This is an optimization exercise on Yosys and OpenROAD, whose aim is small area and a short achievable clock period, not a production implementation. Function was checked by simulation only, so behaviour that the tests miss may differ from the original. Power and IR drop assume default switching activity.

==> flow/constraint.sdc <==
create_clock -name core_clock -period 7.0 [get_ports {clk}]
set_input_delay 1.4000 -clock core_clock [delete_from_list [all_inputs] [get_ports {clk}]]
set_output_delay 1.4000 -clock core_clock [all_outputs]
set_load 0.01 [all_outputs]
==> flow/config.mk <==
export PLATFORM = sky130hd
export DESIGN_NAME = cpu_top_level
export DESIGN_NICKNAME = cpu_top_level
export VERILOG_FILES = /design/flow/design.v
export SDC_FILE = /design/flow/constraint.sdc
export NUM_CORES = 4
export LEC_CHECK = 0
export CAP_MARGIN = 20
export CORE_MARGIN = 2
export CORE_UTILIZATION = 40
export PLACE_DENSITY = 0.6
export SLEW_MARGIN = 20
==> flow/run.sh <==
#!/bin/bash
# synth_recipe.tcl (not shown) runs the flow's synth.tcl, then flattens the netlist and writes it again
# the make line also repeats each setting of config.mk as NAME=value (left out here)
make -C /OpenROAD-flow-scripts/flow DESIGN_CONFIG=/design/flow/config.mk WORK_HOME=/design/flow/orfs CLKGATE_MAP_FILE= SYNTH_SCRIPT=/design/flow/synth_recipe.tcl finish
==> flow/design.v <==
module adder (A, B, out);
  input [15:0] A, B;
  output [15:0] out;
  assign out = A + B;
endmodule  
module sign_extend (IR_in,extended_out);
  input [15:0] IR_in;
  output [15:0] extended_out;
  wire [3:0] opcode;
  assign opcode = IR_in[15:12];
  reg [15:0] extend;
  assign extended_out = extend;
  always @(*) begin
       if((opcode == 4'b0000) || (opcode == 4'b0100) || (opcode == 4'b0101) || (opcode == 4'b1000) || (opcode == 4'b1001) || (opcode == 4'b1010))
            extend <= (IR_in[5] == 1) ? {10'b1111111111, IR_in[5:0]} : {10'b0000000000, IR_in[5:0]};
       else if((opcode == 4'b1100) || (opcode == 4'b1111))
            extend <= (IR_in[8] == 1) ? {7'b1111111, IR_in[8:0]} : {7'b0000000, IR_in[8:0]};
		 else
				extend <= 0;
  end
endmodule  
module alu(A,B,alu_out,carryin,alu_ctrl,carryout,zeroout);
    input [15:0] A,B;
    input carryin;
    input [2:0] alu_ctrl;
    output [15:0] alu_out;
    output zeroout,carryout;
    reg [16:0] result;
    always @(*) begin
        case(alu_ctrl)
            3'b000: result <= A + B;
            3'b001: result <= A + ~B;
            3'b010: result <= A + B + carryin;
            3'b011: result <= A + ~B + carryin;
            3'b100: result <= ~(A & B);
            3'b101: result <= ~(A & ~B);          
            3'b110: result <= A - B;
            default: result <= 17'b0;  
        endcase
    end
    assign alu_out = result[15:0];
    assign carryout = result[16];
    assign zeroout =  ~(alu_out[0] | alu_out[1] | alu_out[2] | alu_out[3] | alu_out[4] | alu_out[5] | alu_out[6] | alu_out[7] | 
                   alu_out[8] | alu_out[9] | alu_out[10] | alu_out[11] | alu_out[12] | alu_out[13] | alu_out[14] | alu_out[15]);
endmodule    
module flag_register(
    input clk,rst,
    input carry_in,
    input zero_in,
    input carry_wr,
    input zero_wr,
    output carry_flag_status,
    output zero_flag_status
);
    reg carry;
    reg zero;
    assign carry_flag_status = carry;
    assign zero_flag_status = zero;
    always @(posedge clk) begin
        if(rst) begin
            carry <= 0;
            zero <= 0;
        end
        else begin
            if(carry_wr) begin
                carry <= carry_in;
            end
            if(zero_wr) begin
                zero <= zero_in;
            end
        end
    end
endmodule
module reg_file(
    input clk, rst,wr_en, pc_write,
    input [2:0] A1, A2, A3,
    input [15:0] Data_in, pc_in,
    output [15:0] D1, D2, pc_out,
	 output [15:0] r0,r1,r2,r3,r4,r5,r6,r7
);
    reg [15:0] regfile [7:0];  
    assign D1 = regfile[A1];   
    assign D2 = regfile[A2];   
    assign pc_out = regfile[0];   
	 assign r0 = regfile[0];
	 assign r1 = regfile[1];
	 assign r2 = regfile[2];
	 assign r3 = regfile[3];
	 assign r4 = regfile[4];
	 assign r5 = regfile[5];
	 assign r6 = regfile[6];
	 assign r7 = regfile[7];
    always @(posedge clk) begin
		if (rst) begin
        regfile[0] <= 16'b0000000000000000;
        regfile[1] <= 16'b0000000000000000;
        regfile[2] <= 16'b0000000000000000;
        regfile[3] <= 16'b0000000000000000;
        regfile[4] <= 16'b0000000000000000;
        regfile[5] <= 16'b0000000000000000;
        regfile[6] <= 16'b0000000000000000;
        regfile[7] <= 16'b0000000000000000;
		end 
		else begin
			if (wr_en) begin
				regfile[A3] <= Data_in;
			end 
			if (pc_write) begin
				regfile[0] <= pc_in;
			end
		end 	
end
endmodule
module IF_stage(clk,rst,br_taken,pc_update_mux_signal,pc_plus_imm,regb
                ,rega_plus_imm,pc_in,IR,pc_2,pc_updated,pc_write,freeze,imem_addr,imem_data);
    input clk,rst;
    input br_taken,freeze;
    input [1:0] pc_update_mux_signal;
    input [15:0] pc_in,pc_plus_imm,regb,rega_plus_imm;
    output reg [15:0] pc_updated;
	output [15:0] IR,pc_2;	 
    output pc_write;
    output [15:0] imem_addr;
    input [15:0] imem_data;
    assign imem_addr = pc_in;
    assign IR = imem_data;
    adder add_2(.A(pc_in), .B(16'b0000000000000010), .out(pc_2));
    assign pc_write = (freeze) ? 1'b0 : 1'b1;
    always @(*) begin
        case(pc_update_mux_signal)
            2'b00: pc_updated <= pc_2;
            2'b01: pc_updated <= pc_plus_imm;
            2'b10: pc_updated <= regb;
            2'b11: pc_updated <= rega_plus_imm;
        endcase
    end
endmodule    
module IF_ID (clk, rst, br_taken, pc_in, pc2_in, IR_in, pc_out,pc2_out,IR_out,freeze);
  input clk, rst, br_taken;
  input [15:0] pc_in, pc2_in, IR_in;
  input freeze;
  output reg [15:0] pc_out, pc2_out, IR_out;
  always @ (posedge clk) begin    
        if(rst) begin         
          {pc_out,IR_out,pc2_out,IR_out} <= 0;
        end
		else begin
			if(freeze==0) begin
			  if (br_taken) begin
				 IR_out <= 0;
				 pc2_out <= pc2_in;
				 pc_out <= pc_in;           
			  end
			  else begin
				 IR_out <= IR_in;
				 pc2_out <= pc2_in;
				 pc_out <= pc_in; 
			  end
			end
			else begin
				IR_out <= IR_out;
				pc2_out <= pc2_out;
				pc_out <= pc_out; 
			end
		  end  
  end
endmodule  
module ID_stage(clk,pc_in,pc2_in,IR_in,alu_ctrl,reg_wr_en,mem_wr_en);
    input clk;
    input [15:0] pc_in,pc2_in,IR_in;
    output reg [2:0] alu_ctrl ;
    output reg reg_wr_en,mem_wr_en;
    wire [3:0] opcode;   
    assign opcode = IR_in[15:12]; 
    always @(*) begin
        alu_ctrl <= 3'b000;
        reg_wr_en <= 1'b0;
        mem_wr_en <= 1'b0;
        if(IR_in != 16'b0000000000000000) begin
            if(opcode == 4'b0000) begin
                alu_ctrl <= 3'b000;
                reg_wr_en <= 1'b1;
                mem_wr_en <=  1'b0;
            end
            else if(opcode == 4'b0001) begin
                reg_wr_en <= 1'b1;
                mem_wr_en <= 1'b0;
                if((IR_in[2:0] == 3'b000) || (IR_in[2:0] == 3'b010) || (IR_in[2:0] == 3'b001)) 
                    alu_ctrl <= 3'b000;
                else if((IR_in[2:0] == 3'b011))
                    alu_ctrl <= 3'b010;
                else if((IR_in[2:0] == 3'b100) || (IR_in[2:0] == 3'b110) || (IR_in[2:0] == 3'b101)) 
                    alu_ctrl <= 3'b001;
                else if((IR_in[2:0] == 3'b111))
                    alu_ctrl <= 3'b011;        
            end
            else if(opcode == 4'b0100) begin
                alu_ctrl <= 3'b000;
                reg_wr_en <= 1'b1;
                mem_wr_en <=  1'b0;
            end
            else if(opcode == 4'b0011) begin  
                alu_ctrl <= 3'b000;
                reg_wr_en <= 1'b1;
                mem_wr_en <=  1'b0;
            end
            else if(opcode == 4'b0101) begin
                alu_ctrl <= 3'b000;
                reg_wr_en <= 1'b0;
                mem_wr_en <=  1'b1;
            end
            else if((opcode == 4'b1000) || (opcode == 4'b1001) || (opcode == 4'b1010) ) begin
                alu_ctrl <= 3'b110;
                reg_wr_en <= 1'b0;
                mem_wr_en <=  1'b0;
            end
            else if((opcode == 4'b1100) || (opcode == 4'b1101)) begin
                alu_ctrl <= 3'b000;  
                reg_wr_en <= 1'b1;
                mem_wr_en <=  1'b0;
            end
            else if(opcode == 4'b1111) begin
                alu_ctrl <= 3'b000;  
                reg_wr_en <= 1'b0;
                mem_wr_en <=  1'b0;
            end
            else if(opcode == 4'b0010) begin
                reg_wr_en <= 1'b1;
                mem_wr_en <= 1'b0;
                if((IR_in[2:0] == 3'b000) || (IR_in[2:0] == 3'b010) || (IR_in[2:0] == 3'b001)) 
                    alu_ctrl <= 3'b000;
                else if((IR_in[2:0] == 3'b100) || (IR_in[2:0] == 3'b110) || (IR_in[2:0] == 3'b101)) 
                    alu_ctrl <= 3'b101;
            else begin
                alu_ctrl <= 3'b000;  
                reg_wr_en <= 1'b0;
                mem_wr_en <=  1'b0;
            end        
            end
        end    
        else begin
            alu_ctrl <= 3'b000;  
            reg_wr_en <= 1'b0;
            mem_wr_en <=  1'b0;
        end
    end
endmodule
module ID_RR (clk, rst, br_taken, pc_in, pc2_in, IR_in, pc_out,
              pc2_out,IR_out,alu_ctrl_in,reg_wr_en_in,mem_wr_en_in,
              alu_ctrl_out,reg_wr_en_out,mem_wr_en_out,freeze);
  input clk, rst, br_taken,mem_wr_en_in,reg_wr_en_in;
  input [15:0] pc_in, pc2_in, IR_in;
  input [2:0] alu_ctrl_in;
  input freeze;
  output reg [2:0] alu_ctrl_out;
  output reg mem_wr_en_out,reg_wr_en_out;
  output reg [15:0] pc_out, pc2_out, IR_out;
  always @ (posedge clk) begin 
        if(rst) begin
          IR_out <= 0; 
          pc2_out <= 0;
          pc_out <= 0; 
          alu_ctrl_out <= 0;
          mem_wr_en_out <= 0; 
          reg_wr_en_out <= 0;  
        end
        else begin
          if(freeze==0) begin  
            if (br_taken) begin
              mem_wr_en_out <= 1'b0;  
              reg_wr_en_out <= 1'b0;     
            end
            else begin
              mem_wr_en_out <= mem_wr_en_in; 
              reg_wr_en_out <= reg_wr_en_in;          
            end
              IR_out <= IR_in; 
              pc2_out <= pc2_in;
              pc_out <= pc_in; 
              alu_ctrl_out <= alu_ctrl_in;
          end
          else begin
            IR_out <= IR_out; 
            pc2_out <= pc2_out;
            pc_out <= pc_out; 
            alu_ctrl_out <= alu_ctrl_out;
            mem_wr_en_out <= mem_wr_en_out; 
            reg_wr_en_out <= reg_wr_en_out; 
          end
        end
  end
endmodule  
module RR_stage(clk,rst,IR_in,dest_add,data_in,write_signal,
D1_out,D2_out,pc,pc_update,pc_write,r0,r1,r2,r3,r4,r5,r6,r7);
    input clk, rst,write_signal, pc_write;
    input [2:0] dest_add;
    input [15:0] IR_in,data_in,pc_update;
    output [15:0] D1_out,D2_out,pc;
	output [15:0] r0,r1,r2,r3,r4,r5,r6,r7;
    wire [2:0] Ra,Rb;
    assign Ra = IR_in[11:9];
    assign Rb = IR_in[8:6];
    reg_file regfile(.clk(clk),.rst(rst),.A1(Ra),.A2(Rb),.A3(dest_add),.D1(D1_out)
                    ,.D2(D2_out),.Data_in(data_in),.wr_en(write_signal),.pc_out(pc),.pc_in(pc_update),.pc_write(pc_write),
						  .r0(r0),.r1(r1),.r2(r2),.r3(r3),.r4(r4),.r5(r5),.r6(r6),.r7(r7));
endmodule
module RR_EX (clk, rst, br_taken, pc_in, pc2_in, IR_in, pc_out,pc2_out,
              IR_out,alu_ctrl_in,reg_wr_en_in,mem_wr_en_in,alu_ctrl_out,
              reg_wr_en_out,mem_wr_en_out,D1_in,D2_in,D1_out,D2_out,D1_forward,
              D1_forward_en,D2_forward,D2_forward_en,freeze);
  input clk, rst, br_taken,mem_wr_en_in,reg_wr_en_in;
  input [15:0] pc_in, pc2_in, IR_in,D1_in,D2_in;
  input [2:0] alu_ctrl_in;
  input [15:0] D1_forward,D2_forward;
  input D1_forward_en,D2_forward_en;
  input freeze;
  output reg [2:0] alu_ctrl_out;
  output reg mem_wr_en_out,reg_wr_en_out;
  output reg [15:0] pc_out, pc2_out, IR_out,D1_out,D2_out;
  always @ (posedge clk) begin 
        if (rst) begin
          IR_out <= 0; 
          pc2_out <= 0;
          pc_out <= 0; 
          alu_ctrl_out <= 0;
          D1_out <= 0;
          D2_out <= 0;
          mem_wr_en_out <= 1'b0; 
          reg_wr_en_out <= 1'b0;
        end
        else begin
          if(freeze==0) begin 
            if (br_taken) begin
              mem_wr_en_out <= 1'b0;  
              reg_wr_en_out <= 1'b0;     
            end
            else begin
              mem_wr_en_out <= mem_wr_en_in; 
              reg_wr_en_out <= reg_wr_en_in;          
            end          
            IR_out <= IR_in; 
            pc2_out <= pc2_in;
            pc_out <= pc_in; 
            alu_ctrl_out <= alu_ctrl_in;
            if(D1_forward_en)
                D1_out <= D1_forward;
            else 
                D1_out <= D1_in;
            if(D2_forward_en) 
                D2_out <= D2_forward;   
            else       
                D2_out <= D2_in;
          end
          else begin
                IR_out <= 0; 
                pc2_out <= 0;
                pc_out <= 0; 
                alu_ctrl_out <= 0;
                D1_out <= 0;
                D2_out <= 0;
                mem_wr_en_out <= 0; 
                reg_wr_en_out <= 0;
          end
        end
  end
endmodule  
module EX_stage(clk,IR_in,D1_in,D2_in,alu_ctrl_in,
                carryin,alu_out,carryout,zeroout);
    input clk,carryin;
    input [2:0] alu_ctrl_in;
    input [15:0] IR_in,D1_in,D2_in;
    output [15:0] alu_out;
    output carryout,zeroout;
    reg [15:0] Ain,Bin;
    wire [3:0] opcode;
    assign opcode = IR_in[15:12];
    wire [15:0] extended_out;
    alu alu(.A(Ain),.B(Bin),.alu_out(alu_out),.carryin(carryin),.alu_ctrl(alu_ctrl_in),
                .carryout(carryout),.zeroout(zeroout));
    sign_extend sign_extend (.IR_in(IR_in),.extended_out(extended_out));     
    always @(*) begin
        if((opcode == 4'b0001) || (opcode == 4'b0010) || (opcode == 4'b1000) || (opcode == 4'b1001) || (opcode == 4'b1010)) begin
            Ain <= D1_in;
            Bin <= D2_in;
        end
        else if(opcode == 4'b0000)begin
            Ain <= D1_in;
            Bin <= extended_out;
        end
        else if((opcode == 4'b0100) || (opcode == 4'b0101))begin
            Ain <= extended_out;
            Bin <= D2_in;
        end
        else if(opcode == 4'b1111)begin
            Ain <= D1_in;
            Bin <= extended_out<<1;
        end
        else begin
            Ain <= D1_in;
            Bin <= D2_in;
        end
    end      
endmodule
module EX_MEM (clk, rst, pc_in, pc2_in, IR_in, pc_out,pc2_out,IR_out,reg_wr_en_in,mem_wr_en_in,reg_wr_en_out,mem_wr_en_out,D1_in,D1_out,alu_out_in,alu_out_out,carryin,carryout,zeroin,zeroout);
  input clk, rst, mem_wr_en_in,reg_wr_en_in,carryin,zeroin;
  input [15:0] pc_in, pc2_in, IR_in,D1_in,alu_out_in;  
  output reg carryout,zeroout;
  output reg mem_wr_en_out,reg_wr_en_out;
  output reg [15:0] pc_out, pc2_out, IR_out,D1_out,alu_out_out;
  always @ (posedge clk) begin    
        if(rst) begin
          mem_wr_en_out <= 0; 
          reg_wr_en_out <= 0;         
          IR_out <= 0; 
          pc2_out <= 0;
          pc_out <= 0;        
          D1_out <= 0;
          carryout <= 0;
          zeroout <= 0;
          alu_out_out <= 0;
        end
        else begin
          mem_wr_en_out <= mem_wr_en_in; 
          reg_wr_en_out <= reg_wr_en_in;         
          IR_out <= IR_in; 
          pc2_out <= pc2_in;
          pc_out <= pc_in;        
          D1_out <= D1_in;
          carryout <= carryin;
          zeroout <= zeroin;
          alu_out_out <= alu_out_in;
        end    
  end
endmodule  
module MEM_stage(clk,rst,data_in,mem_wr_en_in,alu_out_in,mem_read_val,
                 dmem_addr,dmem_wdata,dmem_we,dmem_rdata);
    input clk,mem_wr_en_in,rst;
    input [15:0] data_in,alu_out_in;
    output [15:0] mem_read_val;
    output [15:0] dmem_addr,dmem_wdata;
    output dmem_we;
    input [15:0] dmem_rdata;
    assign dmem_addr = alu_out_in;
    assign dmem_wdata = data_in;
    assign dmem_we = mem_wr_en_in;
    assign mem_read_val = dmem_rdata;         
endmodule
module MEM_WB (clk, rst, pc_in, pc2_in, IR_in, pc_out,pc2_out,IR_out,reg_wr_en_in,reg_wr_en_out,alu_out_in,alu_out_out,carryin,carryout,zeroin,zeroout,mem_read_val_in,mem_read_val_out);
  input clk, rst, reg_wr_en_in, carryin, zeroin;
  input [15:0] pc_in, pc2_in, IR_in, alu_out_in, mem_read_val_in;  
  output reg carryout, zeroout;
  output reg reg_wr_en_out;
  output reg [15:0] pc_out, pc2_out, IR_out, alu_out_out, mem_read_val_out;
  always @ (posedge clk) begin    
        if(rst) begin
            reg_wr_en_out <= 0;         
            IR_out <= 0; 
            pc2_out <= 0;
            pc_out <= 0;        
            mem_read_val_out <= 0;
            alu_out_out <= 0;
            carryout <= 0;
            zeroout <= 0;
        end
        else begin
          reg_wr_en_out <= reg_wr_en_in;         
          IR_out <= IR_in; 
          pc2_out <= pc2_in;
          pc_out <= pc_in;        
          mem_read_val_out <= mem_read_val_in;
          alu_out_out <= alu_out_in;
          carryout <= carryin;
          zeroout <= zeroin;
        end
  end
endmodule  
module WB_stage(clk,IR_in,alu_out,mem_read_val, pc_in,pc2_in, carryin,zeroin,carryout,zeroout,data_to_reg,dest_add,carry_wr,zero_wr,reg_wr_en_in,reg_wr_en_out,carry_flag_status,zero_flag_status);
    input clk,carryin,zeroin,carry_flag_status,zero_flag_status,reg_wr_en_in;
    input [15:0] IR_in,alu_out,mem_read_val,pc_in,pc2_in;
    output reg [15:0] data_to_reg;
    output reg reg_wr_en_out;
    output reg [2:0] dest_add;
    output reg carryout,zeroout;
    output reg carry_wr,zero_wr;
    wire [3:0] opcode;
    wire [2:0] last_3bits;
    assign opcode = IR_in[15:12];
    assign last_3bits = IR_in[2:0];
    wire [15:0] extended_out;
    sign_extend signExtend (.IR_in(IR_in),.extended_out(extended_out));         
    always @(*) begin
        if((opcode == 4'b0001) || (opcode == 4'b0010)) begin
            data_to_reg <= alu_out;
            dest_add <= IR_in[5:3];
        end
        else if(opcode == 4'b0000)begin
            data_to_reg <= alu_out;
            dest_add <= IR_in[8:6];
        end
        else if((opcode == 4'b0100) )begin
            data_to_reg <= mem_read_val;
            dest_add <= IR_in[11:9];
        end
        else if((opcode == 4'b0011) )begin
            data_to_reg <= {7'b0000000,IR_in[8:0]};
            dest_add <= IR_in[11:9];
        end
        else if((opcode == 4'b1100) || (opcode == 4'b1101) )begin
            data_to_reg <= pc2_in;
            dest_add <= IR_in[11:9];
        end
        else begin  
            data_to_reg <= 0;
            dest_add <= 0;
        end
	 end
    always @(*) begin
        if((opcode == 4'b0001)) begin
            carry_wr <= 1'b1;
            zero_wr <= 1'b1;
            carryout <= carryin;
            zeroout <= zeroin;
        end
        else if(opcode == 4'b0000)begin
            carry_wr <= 1'b1;
            zero_wr <= 1'b1;
            carryout <= carryin;
            zeroout <= zeroin;
        end
        else if(opcode == 4'b0010)begin
            carry_wr <= 1'b0;
            zero_wr <= 1'b1;
            carryout <= carryin;
            zeroout <= zeroin;
        end
        else if((opcode == 4'b0100) )begin
            carry_wr <= 1'b0;
            zero_wr <= 1'b1;
            carryout <= carryin;
            zeroout <=  ~(mem_read_val[0] | mem_read_val[1] | mem_read_val[2] | mem_read_val[3] | mem_read_val[4] | mem_read_val[5] | mem_read_val[6] | mem_read_val[7] | 
                   mem_read_val[8] | mem_read_val[9] | mem_read_val[10] | mem_read_val[11] | mem_read_val[12] | mem_read_val[13] | mem_read_val[14] | mem_read_val[15]);
        end
        else begin
            carry_wr <= 1'b0;
            zero_wr <= 1'b0;
            carryout <= carryin;
            zeroout <= zeroin;
        end
    end      
    always @(*) begin
        reg_wr_en_out <= reg_wr_en_in;  
        if((opcode == 4'b0001) ) begin
            if((last_3bits == 3'b000) || (last_3bits == 3'b011) || (last_3bits == 3'b100) || (last_3bits == 3'b111))
                reg_wr_en_out <= reg_wr_en_in;
            else if((last_3bits == 3'b010) || (last_3bits == 3'b110))
                reg_wr_en_out <= (carry_flag_status) ? reg_wr_en_in : 1'b0 ;
            else if((last_3bits == 3'b001) || (last_3bits == 3'b101))
                reg_wr_en_out <= (zero_flag_status) ? reg_wr_en_in : 1'b0 ;
        end
        else if ((opcode == 4'b0010)) begin
            if((last_3bits == 3'b000) ||  (last_3bits == 3'b100))
                reg_wr_en_out <= reg_wr_en_in;
            else if((last_3bits == 3'b010) || (last_3bits == 3'b110))
                reg_wr_en_out <= (carry_flag_status) ? reg_wr_en_in : 1'b0 ;
            else if((last_3bits == 3'b001) || (last_3bits == 3'b101))
                reg_wr_en_out <= (zero_flag_status) ? reg_wr_en_in : 1'b0 ;
        end 
        else begin  
            reg_wr_en_out <= reg_wr_en_in;
        end
    end  
endmodule
module branch_handler(IR_in_from_EX_stage,pc_update_mux_signal,flush);
    input [15:0] IR_in_from_EX_stage;    
    output reg flush;
    output reg [1:0] pc_update_mux_signal;
    wire [3:0] opcode;
    assign opcode = IR_in_from_EX_stage[15:12];
    always @(*) begin
        if((opcode == 4'b1000) || (opcode == 4'b1001) || (opcode == 4'b1010)) begin
            flush <= 1'b1;
            pc_update_mux_signal <= 2'b01;
        end
        else if(opcode == 4'b1100) begin
            flush <= 1'b1;
            pc_update_mux_signal <= 2'b01;
        end
        else if(opcode == 4'b1101) begin
            flush <= 1'b1;
            pc_update_mux_signal <= 2'b10;
        end
        else if(opcode == 4'b1111) begin
            flush <= 1'b1;
            pc_update_mux_signal <= 2'b11;
        end
        else begin
            flush <= 1'b0;
            pc_update_mux_signal <= 2'b00;
        end
    end
endmodule
module forwarding_unit(IR_RR,IR_EX,IR_MEM,IR_WB,alu_out_EX,alu_out_MEM,alu_out_WB,pc2_EX,
                        pc2_MEM,pc2_WB,mem_read_val_MEM,mem_read_val_WB,D1_forward,D1_forward_en,
                        D2_forward,D2_forward_en,
                        freeze,
                        reg_wr_en_EX,reg_wr_en_MEM,reg_wr_en_WB);
    input [15:0] IR_RR,IR_EX,IR_MEM,IR_WB,alu_out_EX,alu_out_MEM,alu_out_WB,pc2_EX,pc2_MEM,pc2_WB;
    input [15:0] mem_read_val_MEM,mem_read_val_WB;
    input reg_wr_en_EX,reg_wr_en_MEM,reg_wr_en_WB;
    output reg [15:0] D1_forward,D2_forward;
    output reg D1_forward_en,D2_forward_en;
    output freeze;
    wire [3:0] opcode_RR = IR_RR[15:12];
    wire [3:0] opcode_EX = IR_EX[15:12];
    wire [3:0] opcode_MEM = IR_MEM[15:12];
    wire [3:0] opcode_WB = IR_WB[15:12];
    reg freeze1,freeze2;
    assign freeze = freeze1 || freeze2;
    always @(*) begin
        if(((opcode_EX == 4'b0001) || (opcode_EX == 4'b0010)) && (IR_EX[5:3] == IR_RR[11:9]) && (reg_wr_en_EX == 1'b1)) begin             
                D1_forward <= alu_out_EX;
                D1_forward_en <= 1'b1; 
                freeze1 <= 1'b0;
        end
        else if((opcode_EX == 4'b0000) && (IR_EX[8:6] == IR_RR[11:9]) && (reg_wr_en_EX == 1'b1)) begin
                D1_forward <= alu_out_EX;
                D1_forward_en <= 1'b1; 
                freeze1 <= 1'b0;
        end
        else if(((opcode_EX == 4'b1100) || (opcode_EX == 4'b1101)) && (IR_EX[11:9] == IR_RR[11:9])  && (reg_wr_en_EX == 1'b1)) begin
                D1_forward <= pc2_EX;
                D1_forward_en <= 1'b1;
                freeze1 <= 1'b0;       
        end
        else if((opcode_EX == 4'b0100) && (IR_EX[11:9] == IR_RR[11:9]) && (reg_wr_en_EX == 1'b1) ) begin
                D1_forward <= 0;
                D1_forward_en <= 1'b0; 
                freeze1 <= 1'b1;
        end
        else if(((opcode_MEM == 4'b0001) || (opcode_MEM == 4'b0010)) && (IR_MEM[5:3] == IR_RR[11:9]) && (reg_wr_en_MEM == 1'b1)) begin    
                D1_forward <= alu_out_MEM;
                D1_forward_en <= 1'b1; 
                freeze1 <= 1'b0; 
        end
        else if((opcode_MEM == 4'b0000) && (IR_MEM[8:6] == IR_RR[11:9])&& (reg_wr_en_MEM == 1'b1)) begin
                D1_forward <= alu_out_MEM;
                D1_forward_en <= 1'b1; 
                freeze1 <= 1'b0; 
        end
        else if(((opcode_MEM == 4'b1100) || (opcode_MEM == 4'b1101)) && (IR_MEM[11:9] == IR_RR[11:9]) && (reg_wr_en_MEM == 1'b1)) begin
                D1_forward <= pc2_MEM;
                D1_forward_en <= 1'b1; 
                freeze1 <= 1'b0; 
        end
        else if((opcode_MEM == 4'b0100) && (IR_MEM[11:9] == IR_RR[11:9]) && (reg_wr_en_MEM == 1'b1) ) begin
                D1_forward <= mem_read_val_MEM;
                D1_forward_en <= 1'b1;
                freeze1 <= 1'b0; 
        end
        else if(((opcode_WB == 4'b0001) || (opcode_WB == 4'b0010)) && (IR_WB[5:3] == IR_RR[11:9]) && (reg_wr_en_WB == 1'b1)) begin    
                D1_forward <= alu_out_WB;
                D1_forward_en <= 1'b1;
                freeze1 <= 1'b0; 
        end
        else if((opcode_WB == 4'b0000) && (IR_WB[8:6] == IR_RR[11:9]) && (reg_wr_en_WB == 1'b1)) begin
                D1_forward <= alu_out_WB;
                D1_forward_en <= 1'b1; 
                freeze1 <= 1'b0;
        end
        else if((opcode_WB == 4'b0100) && (IR_WB[11:9] == IR_RR[11:9])&& (reg_wr_en_WB == 1'b1)) begin
                D1_forward <= mem_read_val_WB;
                D1_forward_en <= 1'b1; 
                freeze1 <= 1'b0;
        end
        else if(((opcode_WB == 4'b1100) || (opcode_WB == 4'b1101)) && (IR_WB[11:9] == IR_RR[11:9]) && (reg_wr_en_WB == 1'b1)) begin
                D1_forward <= pc2_WB;
                D1_forward_en <= 1'b1; 
                freeze1 <= 1'b0;
        end
        else begin
               D1_forward <= 0;
               D1_forward_en <= 1'b0; 
               freeze1 <= 1'b0;
        end
    end
    always @(*) begin  
        if(((opcode_EX == 4'b0001) || (opcode_EX == 4'b0010)) && (IR_EX[5:3] == IR_RR[8:6])&& (reg_wr_en_EX == 1'b1)) begin    
                D2_forward <= alu_out_EX;
                D2_forward_en <= 1'b1; 
                freeze2 <= 1'b0;
        end
        else if((opcode_EX == 4'b0000) && (IR_EX[8:6] == IR_RR[8:6]) && (reg_wr_en_EX == 1'b1)) begin
                D2_forward <= alu_out_EX;
                D2_forward_en <= 1'b1; 
                freeze2 <= 1'b0;
        end
        else if((opcode_EX == 4'b0100) && (IR_EX[11:9] == IR_RR[8:6]) && (reg_wr_en_EX == 1'b1) ) begin
                D2_forward <= 0;
                D2_forward_en <= 0; 
                freeze2 <= 1'b1;
        end
        else if(((opcode_EX == 4'b1100) || (opcode_EX == 4'b1101)) && (IR_EX[11:9] == IR_RR[8:6]) && (reg_wr_en_EX == 1'b1)) begin
                D2_forward <= pc2_EX;
                D2_forward_en <= 1'b1; 
                freeze2 <= 1'b0;
        end
        else if(((opcode_MEM == 4'b0001) || (opcode_MEM == 4'b0010)) && (IR_MEM[5:3] == IR_RR[8:6]) && (reg_wr_en_MEM == 1'b1)) begin    
                D2_forward <= alu_out_MEM;
                D2_forward_en <= 1'b1; 
                freeze2 <= 1'b0; 
        end
        else if((opcode_MEM == 4'b0000) && (IR_MEM[8:6] == IR_RR[8:6]) && (reg_wr_en_MEM == 1'b1)) begin
                D2_forward <= alu_out_MEM;
                D2_forward_en <= 1'b1; 
                freeze2 <= 1'b0; 
        end
        else if((opcode_MEM == 4'b0100) && (IR_MEM[11:9] == IR_RR[8:6]) && (reg_wr_en_MEM == 1'b1)) begin
                D2_forward <= mem_read_val_MEM;
                D2_forward_en <= 1'b1;
                freeze2 <= 1'b0; 
        end
        else if(((opcode_MEM == 4'b1100) || (opcode_MEM == 4'b1101)) && (IR_MEM[11:9] == IR_RR[8:6]) && (reg_wr_en_MEM == 1'b1)) begin
                D2_forward <= pc2_MEM;
                D2_forward_en <= 1'b1; 
                freeze2 <= 1'b0;
        end
        else if(((opcode_WB == 4'b0001) || (opcode_WB == 4'b0010)) && (IR_WB[5:3] == IR_RR[8:6]) && (reg_wr_en_WB == 1'b1) ) begin    
                D2_forward <= alu_out_WB;
                D2_forward_en <= 1'b1; 
                freeze2 <= 1'b0;
        end
        else if((opcode_WB == 4'b0000) && (IR_WB[8:6] == IR_RR[8:6]) && (reg_wr_en_WB == 1'b1)  ) begin
                D2_forward <= alu_out_WB;
                D2_forward_en <= 1'b1; 
                freeze2 <= 1'b0;
        end
        else if((opcode_WB == 4'b0100) && (IR_WB[11:9] == IR_RR[8:6]) && (reg_wr_en_WB == 1'b1) ) begin
                D2_forward <= mem_read_val_WB;
                D2_forward_en <= 1'b1; 
                freeze2 <= 1'b0;
        end
        else if(((opcode_WB == 4'b1100) || (opcode_WB == 4'b1101)) && (IR_WB[11:9] == IR_RR[8:6]) && (reg_wr_en_WB == 1'b1) ) begin
                D2_forward <= pc2_WB;
                D2_forward_en <= 1'b1; 
                freeze2 <= 1'b0;
        end
        else begin
                D2_forward <= 0;
                D2_forward_en <= 1'b0;
                freeze2 <= 1'b0;
        end
   end
endmodule
module cpu_top_level(clk,rst,r0,r1,r2,r3,r4,r5,r6,r7,
                     imem_addr,imem_data,dmem_addr,dmem_wdata,dmem_we,dmem_rdata);
    input clk,rst;
	output [15:0] r0,r1,r2,r3,r4,r5,r6,r7;
    output [15:0] imem_addr;
    input [15:0] imem_data;
    output [15:0] dmem_addr,dmem_wdata;
    output dmem_we;
    input [15:0] dmem_rdata;
    wire [15:0] pc_IF,pc_ID,pc_RR,pc_EX,pc_MEM,pc_WB;
    wire [15:0] pc2_IF,pc2_ID,pc2_RR,pc2_EX,pc2_MEM,pc2_WB;
    wire [15:0] IR_IF,IR_ID,IR_RR,IR_EX,IR_MEM,IR_WB;
    wire [15:0] pc_updated;
    wire [1:0] pc_mux_signal;
    wire [15:0] pc_plus_imm;
    wire reg_wr_en_ID,mem_wr_en_ID,reg_wr_en_RR,mem_wr_en_RR,reg_wr_en_EX,mem_wr_en_EX;
    wire reg_wr_en_MEM,mem_wr_en_MEM,reg_wr_en_WB;
    wire [2:0] alu_ctrl_ID,alu_ctrl_RR,alu_ctrl_EX;
    wire pc_write;
    wire write_signal_to_reg;
    wire [15:0] data_in_to_reg;
    wire [15:0] D1_val,D2_val,D1_EX,D2_EX,D1_MEM;
    wire [15:0] alu_out_EX,alu_out_MEM,alu_out_WB;
    wire [15:0] mem_read_val_MEM,mem_read_val_WB;
    wire carry_EX,zero_EX,carry_MEM,zero_MEM,carry_WB,zero_WB;
    wire carry_wr,zero_wr;
    reg carry_flag_status,zero_flag_status;
    wire [2:0] dest_add_to_reg;
    wire flush;
	wire carryout_WB,zeroout_WB;
    wire [15:0] Imm_16 ;
	wire [15:0] Imm_16_left_shifted;
    wire [15:0] D1_forward,D2_forward ;
    wire D1_forward_en,D2_forward_en;
    wire freeze;
    IF_stage IF_stage(.clk(clk),.rst(rst),.br_taken(flush),
                        .pc_update_mux_signal(pc_mux_signal),
                        .pc_plus_imm(pc_plus_imm),
                        .regb(D2_EX),
                        .rega_plus_imm(alu_out_EX),
                        .pc_in(pc_IF),
                        .IR(IR_IF),
                        .pc_2(pc2_IF),
                        .pc_updated(pc_updated),
                        .pc_write(pc_write),
                        .freeze(freeze),
                        .imem_addr(imem_addr),
                        .imem_data(imem_data));
    IF_ID IF_ID(.clk(clk), .rst(rst), .br_taken(flush), .pc_in(pc_IF),
                     .pc2_in(pc2_IF), .IR_in(IR_IF), .pc_out(pc_ID)
                     ,.pc2_out(pc2_ID),.IR_out(IR_ID),.freeze(freeze));
    ID_stage ID_stage(.clk(clk),.pc_in(pc_ID),.pc2_in(pc2_ID),.IR_in(IR_ID),
                        .alu_ctrl(alu_ctrl_ID),.reg_wr_en(reg_wr_en_ID),.mem_wr_en(mem_wr_en_ID));
    ID_RR ID_RR(.clk(clk), .rst(rst), .br_taken(flush), .pc_in(pc_ID), .pc2_in(pc2_ID),
                     .IR_in(IR_ID), .pc_out(pc_RR),.pc2_out(pc2_RR),.IR_out(IR_RR),
                     .alu_ctrl_in(alu_ctrl_ID),
                     .reg_wr_en_in(reg_wr_en_ID),.mem_wr_en_in(mem_wr_en_ID),.alu_ctrl_out(alu_ctrl_RR),
                     .reg_wr_en_out(reg_wr_en_RR),.mem_wr_en_out(mem_wr_en_RR),.freeze(freeze));
    RR_stage  RR_stage(.clk(clk),.rst(rst),.IR_in(IR_RR),.dest_add(dest_add_to_reg),.data_in(data_in_to_reg),
                        .write_signal(write_signal_to_reg),
                        .D1_out(D1_val),
                        .D2_out(D2_val),
                        .pc(pc_IF),
                        .pc_update(pc_updated),
                        .pc_write(pc_write),
								.r0(r0),.r1(r1),.r2(r2),.r3(r3),.r4(r4),.r5(r5),.r6(r6),.r7(r7)
								);
    RR_EX RR_EX(.clk(clk), .rst(rst), .br_taken(flush),
                     .pc_in(pc_RR), .pc2_in(pc2_RR), 
                    .IR_in(IR_RR), .pc_out(pc_EX),.pc2_out(pc2_EX),.IR_out(IR_EX),
                    .alu_ctrl_in(alu_ctrl_RR),
                    .reg_wr_en_in(reg_wr_en_RR),
                    .mem_wr_en_in(mem_wr_en_RR),
                    .alu_ctrl_out(alu_ctrl_EX),
                    .reg_wr_en_out(reg_wr_en_EX),
                    .mem_wr_en_out(mem_wr_en_EX),
                    .D1_in(D1_val),
                    .D2_in(D2_val),
                    .D1_out(D1_EX),
                    .D2_out(D2_EX),
                    .D1_forward(D1_forward),
                    .D1_forward_en(D1_forward_en),
                    .D2_forward(D2_forward),
                    .D2_forward_en(D2_forward_en),
                    .freeze(freeze));
    EX_stage EX_stage(.clk(clk),.IR_in(IR_EX),.D1_in(D1_EX),.D2_in(D2_EX),
                      .alu_ctrl_in(alu_ctrl_EX),
                      .carryin(carry_MEM),.alu_out(alu_out_EX),.carryout(carry_EX),.zeroout(zero_EX));
    EX_MEM EX_MEM(.clk(clk), .rst(rst), .pc_in(pc_EX), .pc2_in(pc2_EX), .IR_in(IR_EX),
                         .pc_out(pc_MEM),.pc2_out(pc2_MEM),
                         .IR_out(IR_MEM),
                         .reg_wr_en_in(reg_wr_en_EX),
                         . mem_wr_en_in(mem_wr_en_EX),
                         .reg_wr_en_out(reg_wr_en_MEM),.mem_wr_en_out(mem_wr_en_MEM),
                        .D1_in(D1_EX),.D1_out(D1_MEM),.alu_out_in(alu_out_EX),
                        .alu_out_out(alu_out_MEM),.carryin(carry_EX)
                        ,.carryout(carry_MEM),
                        .zeroin(zero_EX),
                        .zeroout(zero_MEM));
    MEM_stage MEM_stage(.clk(clk),.rst(rst),.data_in(D1_MEM),.mem_wr_en_in(mem_wr_en_MEM),
                        .alu_out_in(alu_out_MEM),.mem_read_val(mem_read_val_MEM),
                        .dmem_addr(dmem_addr),.dmem_wdata(dmem_wdata),
                        .dmem_we(dmem_we),.dmem_rdata(dmem_rdata)
                           );
    MEM_WB MEM_WB(.clk(clk), .rst(rst), .pc_in(pc_MEM), .pc2_in(pc2_MEM),
                       .IR_in(IR_MEM),  
                       .pc_out(pc_WB),.pc2_out(pc2_WB),.IR_out(IR_WB),
                       .reg_wr_en_in(reg_wr_en_MEM),
                       .reg_wr_en_out(reg_wr_en_WB),
                       .alu_out_in(alu_out_MEM),
                       .alu_out_out(alu_out_WB),
                       .carryin(carry_MEM),
                       .carryout(carry_WB),
                       .zeroin(zero_MEM),
                       .zeroout(zero_WB),
                       .mem_read_val_in(mem_read_val_MEM),
                       .mem_read_val_out(mem_read_val_WB));
    WB_stage WB_stage(.clk(clk),.IR_in(IR_WB),
                      .alu_out(alu_out_WB),
                      .mem_read_val(mem_read_val_WB),
                      .pc_in(pc_WB),
                      .pc2_in(pc2_WB),
                      .carryin(carry_WB),
                      .zeroin(zero_WB),
                      .carryout(carryout_WB),
                      .zeroout(zeroout_WB),
                      .data_to_reg(data_in_to_reg),
                      .dest_add(dest_add_to_reg),
                      .carry_wr(carry_wr),
                      .zero_wr(zero_wr),
                      .reg_wr_en_in(reg_wr_en_WB),
                      .reg_wr_en_out(write_signal_to_reg),
                      .carry_flag_status(carry_flag_status),
                      .zero_flag_status(zero_flag_status));    
    flag_register flag_reg(
                             .clk(clk),.rst(rst),
                             .carry_in(carryout_WB),
                             .zero_in(zeroout_WB),
                             .carry_wr(carry_wr),
                             .zero_wr(zero_wr),
                             .carry_flag_status(carry_flag_status),
                             .zero_flag_status(zero_flag_status));
    branch_handler branch_handler(.IR_in_from_EX_stage(IR_EX),
                                  .pc_update_mux_signal(pc_mux_signal),
                                  .flush(flush));    
    adder pc_branching(.A(pc_EX), .B(Imm_16_left_shifted), .out(pc_plus_imm));
	forwarding_unit forwarding_unit(.IR_RR(IR_RR),.IR_EX(IR_EX),.IR_MEM(IR_MEM),.IR_WB(IR_WB),
									.alu_out_EX(alu_out_EX),.alu_out_MEM(alu_out_MEM),
                                    .alu_out_WB(alu_out_WB),
									.pc2_EX(pc2_EX),
									.pc2_MEM(pc2_MEM),
									.pc2_WB(pc2_WB),
                                    .mem_read_val_MEM(mem_read_val_MEM),
                                    .mem_read_val_WB(mem_read_val_WB),
									.D1_forward(D1_forward),
									.D1_forward_en(D1_forward_en),
									.D2_forward(D2_forward),
									.D2_forward_en(D2_forward_en),
                           .freeze(freeze),
                           .reg_wr_en_EX(reg_wr_en_EX),.reg_wr_en_MEM(reg_wr_en_MEM)
                           ,.reg_wr_en_WB(reg_wr_en_WB)
                                    );
	 assign Imm_16_left_shifted = Imm_16<<1;
    sign_extend nine_to_sixteen(.IR_in(IR_EX),.extended_out(Imm_16));  
endmodule
==> results.py <==
metrics = {
    "critical_path": {
        "path_class": "reg -> reg",
        "slowest_stage": "nor4_1",
        "start_kind": "flip-flop",
        "critPathBufInv": 0,
        "crit_path_end_kind": "flip-flop",
        "reg2reg_from": "RR_EX.IR_out[13]",
        "r2r_slack_ns": 0.54,
        "max_stage_delay_ns": 0.90,
        "cp_top_family": "simple AND/OR/NAND/NOR gates",
        "crit_arrival_ns": 6.84,
        "required_ns": 7.39,
        "critical_path.cell_chain": "and3b_1 -> o21ai_0 -> and3_1 -> nand2_1 -> nor2_1 -> a21o_1 -> ha_1 -> nor4_1 -> and3_1 -> a21boi_0 -> o31ai_1 -> a21oi_1 -> o2111ai_2 -> o31a_1 -> nor3_2 -> nor2_1 -> o22a_1",
        "worstRegToRegCells": 17,
        "worst_r2r_endpoint": "RR_stage.regfile.regfile[0][15]",
        "path_max_fanout": 18,
    },
    "global_route": {
        "grt_overflow": 0,
        "grt_pass1_vias": 21610,
        "globalRouteTotalUtil_pct": 31.34,
        "antenna_found_initial": 3,
        "grt_max_degree": 73,
        "grt_pass1_wl_um": 148000,
    },
    "detailed_routing": {
        "viasPerCell": 6.310,
        "drc": 0,
        "drtAntennaViolNets": 0,
        "top_layer_used": "met4",
        "avgRoutedWirePerCell_um": 28.37,
        "met2_length_um": 44970,
        "dr.pass1.iters": 7,
        "drt_iter0_markers": 2992,
        "routed_wl_um": 102200,
        "wl_met3_um": 9924,
        "routed-via-count": 22743,
        "wl_met1_um": 42940,
    },
    "clock_tree": {
        "clockRootBuffer": "clkbuf_16",
        "h-tree-depth": 2,
        "hold_buffers": 0,
        "cts.sinks": 454,
        "cts_tree": "yes",
        "clk_latency_ns": 0.63,
        "cts_buffers": 50,
        "path_clk_slew_ns": 0.06,
        "post_cts_resized": 0,
        "clk_path_buf_depth": 3,
        "postCtsSetupBuffers": 0,
    },
    "placed_design": {
        "gp_congestion": 1.013,
        "place_hpwl_um": 75310,
        "portBuffers": 210,
    },
    "synthesis": {
        "syn_inst": 2655,
        "synth-edff-count": 128,
        "synth.distinct_cells": 92,
        "synth_top_cell_area_share_pct": 26.32,
        "yosysWarnings": 15,
        "ys_seq_elements": 454,
        "synth_nets": 2742,
        "async_reset_ff_share_pct": 0,
        "yosysSeqAreaShare_pct": 41.83,
        "yosys.area.top_type": "dfxtp_1",
        "synth_area_um2": 24790,
        "synthFlopType": "dfxtp_1",
        "synth_area_leaders": "dfxtp_1 (26%), edfxtp_1 (16%), mux4_2 (5.8%)",
        "postSynthAreaPerCell_um2": 9.338,
    },
    "sta": {
        "period_share_pct": 92.24,
        "rsz0062_at_grt": "false",
        "slew_headroom_pct": 19.02,
        "drv_slew": 0,
        "worstMarginPinSlew_ns": 1.209,
        "tns_ns": 0,
        "clock_skew_ns": 0.05040,
        "period_minus_slack_ns": 6.457,
        "max_freq_ghz": 0.1549,
        "holdWs_ns": 0.4441,
        "hold_viol_final": 0,
        "finalSetupViolations": 0,
    },
    "final_layout": {
        "diodes": 0,
        "fillers": 5845,
        "drive_gt1_share_pct": 10.20,
        "largest_register": "RR_stage.regfile.regfile",
        "largest_reg_flops": 128,
        "area_delta_synth_final_pct": 17.65,
        "nets": 2859,
    },
    "die": {
        "start_util_pct": 40.32,
        "die_h_um": 253.0,
        "core_um2": 61480,
        "die_x_um": 253.0,
        "die_area_um2": 63990,
        "rows": 91,
        "num_io_pins": 211,
    },
    "hold_path": {
        "min_path_cells": 2,
        "hold_start": "IF_ID.pc2_out[6]",
        "hp-class": "reg -> reg",
        "hold_end": "ID_RR.pc2_out[6]",
    },
    "pwr": {
        "cellPowerDensity_nw_per_um2": 237.4,
        "power.leakage_uw": 0.01070,
        "vdd.ir_drop.worst_mv": 0.1839,
    },
    "job": {
        "maxCapViolations": 0,
    },
    "status": {
        "status": "finished clean",
    },
}
-- metrics by stage --
stage          util, %  total power [uW]  setup slack, ns  instances  area [um2]
6_report         47.44              6926           0.5434       3604       29170
5_1_grt          47.44              7133           0.1919       3604       29170
4_1_cts          47.43              6908           0.7580       3603       29160
3_5_place_dp     44.78              4292           0.7292       3509       27530
3_3_place_gp     44.78              4293           0.9385       3509       27530
2_1_floorplan        -              3731            2.014       2655       24790
-- cell families after synthesis --
kind of cell / count (synthesis) / synth area share (%)
simple gates: 953 / 18.74
flops: 454 / 41.83
fa+ha+maj: 53 / 2.766
xor+xnor: 115 / 4.063
mux: 139 / 8.983
compound gates: 689 / 19.45
buf+inv: 252 / 4.169
-- cell usage after synthesis, drive strengths merged (14+ instances only) --
| cell type | count |
|---|---|
| dfxtp | 326 |
| nor2 | 292 |
| nand2 | 242 |
| a21oi | 194 |
| clkbuf | 156 |
| nor2b | 138 |
| edfxtp | 128 |
| xnor2 | 77 |
| o21ai | 76 |
| and2 | 66 |
| a211oi | 65 |
| mux4 | 64 |
| buf | 51 |
| ha | 50 |
| mux2i | 47 |
| a221oi | 45 |
| inv | 44 |
| xor2 | 38 |
| nor3 | 36 |
| nand3 | 33 |
| a22oi | 32 |
| a21o | 31 |
| mux2 | 28 |
| nor4 | 27 |
| o22ai | 27 |
| a22o | 26 |
| and3 | 25 |
| a222oi | 20 |
| o31ai | 19 |
| nand2b | 18 |
| o21a | 18 |
| a31oi | 16 |
| nand4 | 16 |
| a221o | 14 |
-- worst register-to-register path: stages (launching register included) --
cell and delay (ns):
dfxtp_1 0.62, and3b_1 0.26, o21ai_0 0.21, and3_1 0.31, nand2_1 0.13, nor2_1 0.85
a21o_1 0.18, ha_1 0.45, nor4_1 0.91, and3_1 0.31, a21boi_0 0.38, o31ai_1 0.16
a21oi_1 0.25, o2111ai_2 0.19, o31a_1 0.35, nor3_2 0.37, nor2_1 0.09, o22a_1 0.23
-- layout make-up --
cell class              instances  area (um2)  share of cell area (%)
inverters                      45       168.9                  0.5791
clock inverters                25       210.2                  0.7207
multi-input cells            1949       13450                   46.10
well taps                     790       988.4                   3.389
clock buffers                  69        1416                   4.856
flip-flops and latches        454       10370                   35.56
repair buffers                272        2566                   8.798
-- routing by layer --
layer | track usage, % | up-vias
met1 | 43.29 | 11235
met5 | 0 | -
met2 | 48.07 | 1331
met3 | 6.600 | 221
met4 | 11.92 | 0
li1 | - | 9956
-- power by group --
group / switching, uW / internal (uW) / total, uW
Combinational: 835 / 500 / 1330
Sequential: 139 / 2810 / 2950
Clock: 1170 / 1470 / 2640
Total: 2150 / 4780 / 6930
-- placed cells by master, fill, tap and decap left out, types with 12 or more instances in the layout --
cell / n
inv_1: 42
a211oi_1: 65
mux2i_1: 47
nand4_1: 15
a31oi_1: 14
a22oi_1: 32
buf_4: 61
xnor2_1: 77
clkbuf_16: 50
a222oi_1: 20
nand2b_1: 18
mux2_2: 28
a21oi_1: 193
nand3_1: 33
xor2_1: 38
or3_1: 12
nand2_1: 242
o21a_1: 18
nor2_1: 286
o22ai_1: 27
dfxtp_1: 324
edfxtp_1: 128
clkdlybuf4s50_1: 209
o31ai_1: 15
nor4_1: 27
mux4_2: 64
a221oi_1: 42
nor2b_1: 138
a21o_1: 31
ha_1: 50
a22o_1: 26
o21ai_0: 68
and2_1: 66
a221o_1: 14
and3_1: 25
nor3_1: 33
-- how the worst max path moves through the flow --
| stage | startpoint | to | slack [ns] | cells past startpoint |
|---|---|---|---|---|
| after global placement | RR_EX.IR_out[13] | RR_stage.regfile.regfile[0][15] | 0.94 | 17 |
| after detailed placement | RR_EX.IR_out[13] | RR_stage.regfile.regfile[0][15] | 0.73 | 17 |
| after global routing | RR_EX.IR_out[13] | RR_EX.D2_out[14] | 0.19 | 17 |
| after floorplan | RR_EX.IR_out[13] | RR_stage.regfile.regfile[0][15] | 2.01 | 17 |
| final | RR_EX.IR_out[13] | RR_stage.regfile.regfile[0][15] | 0.54 | 17 |
| after CTS | RR_EX.IR_out[13] | RR_stage.regfile.regfile[0][15] | 0.76 | 17 |

==> static timing again, ports no longer ideal <==
In the flow no input, the clock included, has a driving cell. The finished layout below was timed again as built, in two steps.
Step 1, drivers: a clkbuf_16 drives clk and a buf_2 each remaining input, both assumed.
Step 2, shift: input delay + t, output delay - t, t = (earliest + latest rising clock arrival at the registers) / 2. This alone moves slack from input paths to output paths.
Three values: no drivers, after step 1, after step 2; two values: the first two.
t (ns): 0.662
setup WS [ns]: 0.543 / 0.543 / 0.543
worst setup path after step 2: register to register
slew at the worst register clock pin (ns): 0.07 / 0.07
worst data-port slew with drivers (ns): 0.08
After both steps setup and hold are still met in this run. For this run, drivers alone change the setup slack by 0.000 ns; drivers and shift together by 0.000 ns.
